This design comes from an exercise in tuning for small area and a short achievable clock period on the open sky130 flow, not from production work.
Only simulation tests tie the RTL to the original design; equivalence was not proved.

==> zinc: inputs <==
// dadda_32_reg
module dadda_32_reg(clk, A, B, Y);
    input clk;
    input [31:0] A;
    input [31:0] B;
    output reg [63:0] Y;
    reg [31:0] a_r, b_r;
    wire [63:0] p;
    dadda_32 mult(.A(a_r), .B(b_r), .Y(p));
    always @(posedge clk) begin
        a_r <= A;
        b_r <= B;
        Y   <= p;
    end
endmodule
==> module HA, before the edit <==
module HA(a, b, Sum, Cout);
input a, b;
output Sum, Cout;
HA_sum s(.a(a), .b(b), .y(Sum));
HA_carry c(.a(a), .b(b), .y(Cout));
endmodule
==> module HA_sum, before the edit <==
module HA_sum(a, b, y);
input a, b;
output y;
assign y = ~(a ^ b);
endmodule
==> module HA_carry, before the edit <==
module HA_carry(a, b, y);
input a, b;
output y;
assign y = a | b;
endmodule
export LEC_CHECK = 0
export CAP_MARGIN = 20
export CORE_MARGIN = 2
export CORE_UTILIZATION = 55
export SLEW_MARGIN = 20
export SYNTH_HIERARCHICAL = 1
export SYNTH_MINIMUM_KEEP_SIZE = 0
create_clock -name core_clock -period 24.0 [get_ports {clk}]
standard.sh (not shown) runs the stock make flow with config.mk's settings and CLKGATE_MAP_FILE= SYNTH_SCRIPT=/design/flow/synth_recipe.tcl, a recipe that flattens the netlist after the stock synthesis.
==> flow/flow/run.sh <==
#!/bin/bash
# The standard layout, with timing repair aiming for a setup slack of
# 17.5 ns at the design's 24 ns clock, so that the achieved period shrinks.
bash standard.sh SETUP_SLACK_MARGIN=17.5 finish > standard.log 2>&1
==> inputs of garnet, as changes to zinc <==
--- a/flow/design.v
+++ b/flow/design.v
@@ -18,14 +18,3 @@
 output Sum, Cout;
-HA_sum s(.a(a), .b(b), .y(Sum));
-HA_carry c(.a(a), .b(b), .y(Cout));
-endmodule
-module HA_sum(a, b, y);
-input a, b;
-output y;
-assign y = ~(a ^ b);
-endmodule
-module HA_carry(a, b, y);
-input a, b;
-output y;
-assign y = a | b;
+csa_dadda fa(.A(a), .B(b), .Cin(1'b1), .Y(Sum), .Cout(Cout));
 endmodule
==> flow/flow/run.sh (replaced) <==
#!/bin/bash
# The standard layout, with timing repair aiming for a setup slack of
# 19.5 ns at the design's 24 ns clock, so that the achieved period shrinks.
bash standard.sh SETUP_SLACK_MARGIN=19.5 finish > standard.log 2>&1
CORE_UTILIZATION = 40   (was 55)
==> inputs of amber, as changes to zinc <==
CORE_UTILIZATION = 40   (was 55)
==> summary.txt <==
* M3 GR Usage at 0.0998
* Most frequent cells after synthesis: fa_1 (528), xnor2_1 (510), a22oi_1 (466)
* Die Span Y at between 200 and 300 um
* Largest net degree at the start of global routing at 63
* Critical path required time at roughly 24000 ps
* Critical path depth in cells at 17
* Largest cells by area after synthesis: fa_1 (40%), xnor2_1 (17%), a22oi_1 (13%)
* Register Area at around 0.0027 mm2
* Buffers, non-clock at ~350
* Core area at approximately 0.066 mm2
* Status: timing/DRC/antenna clean
The numbers above come from garnet.

==> summary.txt <==
* Largest cells by area after synthesis: fa_1 (37%), xnor2_1 (19%), a22oi_1 (13%)
* Critical path required time at 24380 ps
* Buffers, non-clock at approximately 260
* Status: timing/DRC/antenna clean
* Most frequent cells after synthesis: xnor2_1 (553), fa_1 (485), a22oi_1 (466)
* Die Span Y at around 260 um
The numbers above come from amber.

==> summary.txt <==
* Status: timing/DRC/antenna clean
* Crit-path cells: nand2b_4 -> o21ai_4 -> buf_4 -> buf_6 -> a22oi_2 -> xnor2_2 -> fa_1 -> fa_1 -> fa_1 -> fa_1 -> fa_1 -> fa_2 -> ha_4 -> a21o_1 -> a31oi_4 -> or4_4 -> o211ai_4 -> nand3_2 -> o211ai_4 -> o41a_4 -> a41oi_2 -> o41ai_2
* Most frequent cells after synthesis: xnor2_1 (553), fa_1 (485), a22oi_1 (466)
* Die Span Y at ~220 um
* Largest net degree at the start of global routing at 63
* Buffers, non-clock at approximately 260
* Measured slew at the worst slew-check pin at slightly above 900 ps
* Largest cells by area after synthesis: fa_1 (37%), xnor2_1 (19%), a22oi_1 (13%)
The numbers above come from zinc.


==> wip/maple: inputs <==
Another version of the RTL of dadda_32_reg (not shown whole).
clock: 24.0 ns
lec_check: 0
cap_margin: 0
core_margin: 2
core_utilization: 55
cts_buf_list: sky130_fd_sc_hd__clkbuf_8
slew_margin: 0
synth_hierarchical: 1
synth_minimum_keep_size: 0
==> flow/flow/run.sh <==
#!/bin/bash
# The standard layout, with timing repair aiming for a setup slack of
# 18 ns at the design's 24 ns clock, so that the achieved period shrinks,
# the smallest buffer on each port, and a light load in ABC's mapping so that
# the single-gate modules map to the smallest cells (timing repair sizes them).
bash standard.sh SETUP_SLACK_MARGIN=18 'BUFFER_PORTS_ARGS=-buffer_cell sky130_fd_sc_hd__buf_1' ABC_LOAD_IN_FF=1 finish > standard.log 2>&1
==> wip/tundra (differences from wip/maple) <==
==> flow/flow/run.sh (replaced) <==
#!/bin/bash
# The standard layout, with timing repair aiming for a setup slack of
# 18.25 ns at the design's 24 ns clock, so that the achieved period shrinks,
# the smallest buffer on each port, and a light load in ABC's mapping so that
# the single-gate modules map to the smallest cells (timing repair sizes them).
bash standard.sh SETUP_SLACK_MARGIN=18.25 'BUFFER_PORTS_ARGS=-buffer_cell sky130_fd_sc_hd__buf_1' ABC_LOAD_IN_FF=1 finish > standard.log 2>&1
CAP_MARGIN = 20   (was 0)
SLEW_MARGIN = 20   (was 0)
==> comparison table <==
item	wip/maple	wip/tundra
Placed cell area	27200 µm²	27200 µm²
Vias in the first global route	24427	25155
CTS resizes	79	329
Worst flop-to-flop path endpoint	Y[23]	Y[43]
Min cycle time layout	5940 ps	5850 ps
Vias after detailed routing	23171	23906
Worst reg-to-reg setup slack	18090 ps	18170 ps
Clock network latency to the later pin of the worst-skew pair	590 ps	580 ps
Post-CTS Setup Repair Bufs	25	36
Met3 wire length	15300 µm	17900 µm
Start point of the critical path	Y[29]	Y[23]
Worst slew margin relative to its limit	42.6%	44.4%
Proportion of layout cells with a drive suffix above 1	11.5%	23.2%
M3 GR Usage	16.1%	17.8%
Clock-pin slew on the worst setup and hold paths	90 ps	100 ps
Setup slack after placement	16760 ps	16970 ps
Post-route setup slack	18060 ps	18150 ps
Met1 layer wirelength in the final routing	37800 µm	39600 µm
Count of plain and timing-repair buffers in the layout	249	319
Cell with the biggest individual delay on the critical path	sky130_fd_sc_hd__dfxtp_1	sky130_fd_sc_hd__dfxtp_2
Crit path capture	Y[29]	Y[23]
Outcome	timing/DRC/antenna clean	timing/DRC/antenna clean

port drivers added, routing unchanged:
The flow's constraints put no driver on any port. The routed layouts listed below were extracted and timed again, unchanged, in two steps.
Step 1 assumes that a clkbuf_16 drives the clock port and a buf_2 every other input.
Step 2, shift: input delay + t, output delay - t, t = (earliest + latest rising clock arrival at the registers) / 2. This alone moves slack from input paths to output paths.
a / b / c = no drivers / after step 1 / after step 2; a / b = the first two.
| run | t, ns | setup WS [ns] | worst setup path after step 2 | pins driven straight from the clock port |
|---|---|---|---|---|
| zinc | 0.556 | 17.569 / 17.569 / 17.569 | register to register | 1 |
| garnet | 0.558 | 17.432 / 17.432 / 17.432 | register to register | 1 |
| amber | 0.564 | 17.522 / 17.522 / 17.522 | register to register | 1 |
| wip/maple | 0.631 | 18.057 / 17.999 / 18.089 | register to register | 1 |
| wip/tundra | 0.625 | 18.155 / 18.096 / 18.171 | register to register | 1 |
After both steps every run listed still meets setup and hold.
